This is an optimization exercise on Yosys and OpenROAD, whose aim is small area, a short achievable clock period and few clock cycles, not a production implementation.
In this exercise RTL edits were held to simulation tests only and were not proved equivalent to the original.
Power and IR drop assume default switching activity.

Setup of run 1:
==> flow/design.v <==
module drawing_rectangle( input  wire        clk,
                      input  wire        rst,
                      input  wire        req,
                      output wire        ack,
                      output wire        busy,
                      input  wire [15:0] r0,  
                      input  wire [15:0] r1,  
                      input  wire [15:0] r2,  
                      input  wire [15:0] r3,  
                      input  wire [15:0] r4,  
                      input  wire [15:0] r5,
                      input  wire [15:0] r6,
                      input  wire [15:0] r7,
                      output wire        de_req,
                      input  wire        de_ack,
                      output wire [17:0] de_addr,
                      output wire  [3:0] de_nbyte,
                      output wire        de_rnw,
                      output wire [31:0] de_w_data,
                      input  wire [31:0] de_r_data );
reg        pre;         
reg        run;         
reg        ack_r;       
reg        rnw;         
reg [16:0] addr;        
reg  [7:0] cnt;         
reg  [8:0] rows;        
reg        lw;          
reg  [3:0] nb;          
wire  [9:0] x = r0[9:0];
wire  [9:0] w = r2[9:0];
wire  [7:0] c_and = r4[15:8];
wire  [7:0] c_xor = r4[7:0];
wire [11:0] ys = {3'b000, rows} + {1'b0, rows, 2'b00} + {9'd0, nb[2:0]};
wire [16:0] start_addr = {ys, x[6:2]};
wire  [9:0] sw = (10'd644 - {8'd0, x[1:0]}) - w;
wire  [7:0] stride = sw[9:2];
wire  [1:0] xs = x[1:0];
wire  [1:0] xe = x[1:0] + w[1:0] - 2'd1;
wire fill = (c_and == 8'd0);
wire single = (cnt == 8'd160);              
wire last_word = lw;
wire last_row = (rows == 9'd1);
wire step = run & de_ack;
wire done = step & ~rnw & last_word & last_row;
wire start = req & ~pre & ~run & ~ack_r;
wire  [7:0] inc = last_word ? cnt : 8'd1;
wire [16:0] addr_next = addr + {9'd0, inc};
assign ack = ack_r;
assign busy = pre | run;
assign de_req = run;
assign de_rnw = rnw;
assign de_addr = {1'b0, addr};
wire [3:0] ms = 4'b1111 << (3'd4 - {1'b0, xs});    
wire [3:0] me = 4'b1111 >> ({1'b0, xe} + 3'd1);    
assign de_nbyte = nb;
assign de_w_data = (de_r_data & {4{c_and}}) ^ {4{c_xor}};
always @(posedge clk) begin
	if (rst) begin
		pre <= 1'b0;
		run <= 1'b0;
		ack_r <= 1'b0;
	end else begin
		ack_r <= done;
		pre <= start;
		if (pre) run <= 1'b1;
		else if (done) run <= 1'b0;
	end
end
always @(posedge clk) begin
	if (start) begin
		rows <= r1[8:0];
		nb <= {1'b0, x[9:7]};
		cnt <= stride;
	end else if (pre) begin
		addr <= start_addr;
		rows <= r3[8:0];
		lw <= single;
		nb <= ms | (single ? me : 4'b0000);
		rnw <= ~fill;
	end else if (step) begin
		if (rnw) rnw <= 1'b0;
		else begin
			rnw <= ~fill;
			addr <= addr_next;
			if (last_word) begin
				rows <= rows - 9'd1;
				lw <= single;
				nb <= ms | (single ? me : 4'b0000);
			end else begin
				cnt <= (cnt == 8'd159) ? stride : cnt + 8'd1;
				lw <= (cnt == 8'd159);
				nb <= (cnt == 8'd159) ? me : 4'b0000;
			end
		end
	end
end
endmodule
export LEC_CHECK = 0
export CAP_MARGIN = 20
export CORE_MARGIN = 2
export CORE_UTILIZATION = 40
export SETUP_SLACK_MARGIN = 2.7
export SLEW_MARGIN = 20
create_clock -name core_clock -period 5.5 [get_ports {clk}]
standard.sh (not shown) runs the stock make flow with config.mk's settings and CLKGATE_MAP_FILE= SYNTH_SCRIPT=/design/flow/synth_recipe.tcl, a recipe that flattens the netlist after the stock synthesis.
==> flow/flow/run.sh <==
#!/bin/bash
set -e
export BUFFER_PORTS_ARGS="-buffer_cell sky130_fd_sc_hd__buf_1"
bash standard.sh finish > standard.log 2>&1
Testbench counts of run 1, summed over its fixed seeds: cycles 1,857,174.
--- input diff run 1..run 2 ---
- SETUP_SLACK_MARGIN: 2.7 -> 2.8
--- outcome ---
On clock latency of the later-clocked register in the worst-skew pair, run 1 and run 2 are basically level.
Of run 1 and run 2, the higher final cell count belongs to run 2.
Run 1 → run 2: maximum fanout along the worst path moved up; global-route wire length before repair went up by 0.82%; combinational share of power saw an increase.
Higher sequential share of layout area among run 1 and run 2: run 1
Changes in run 3 relative to run 2:
- changing SETUP_SLACK_MARGIN from 2.8 to 2.6
### Flow results
- Run 3: done, clean on timing, DRC and antenna
- Comparing run 3 and run 2, the higher share of layout cells above drive strength 1 is on run 2.
- The final reports for run 3 and run 2 show final period demand of the worst path higher in the former.
- The final reports for run 3 and run 2 show setup clock skew after layout higher in the former.
- Compared with run 2, run 3 has less setup slack.

## port drivers added, routing unchanged
How much do the figures lean on ideal ports? The routed layouts below were timed once more, with nothing changed but the port constraints.
Step 1 (the two cells are an assumption about what drives the block):
set clk [get_ports {clk}]
set_driving_cell -lib_cell sky130_fd_sc_hd__clkbuf_16 $clk
set_driving_cell -lib_cell sky130_fd_sc_hd__buf_2 [delete_from_list [all_inputs] $clk]
Step 2 moves the port delays by t, midway between the first and last clock arrival at a register: inputs arrive t later, outputs are due t later. That takes back most of the time a late clock gives input paths.
Three values: ideal, step 1, step 2; two values: the first two.
run | t (ns) | setup slack, ns | worst hold slack (ns) | worst register clock-pin slew, ns
run 1 | 0.330 | 2.734 / 2.707 / 2.437 | 0.498 / 0.498 / 0.498 | 0.09 / 0.09
run 2 | 0.334 | 2.807 / 2.764 / 2.514 | 0.506 / 0.506 / 0.506 | 0.09 / 0.09
run 3 | 0.328 | 2.678 / 2.643 / 2.397 | 0.491 / 0.491 / 0.491 | 0.09 / 0.09
After both steps every run listed still meets setup and hold. For run 1, which loses most, drivers alone change the setup slack by -0.027 ns; drivers and shift together by -0.297 ns.
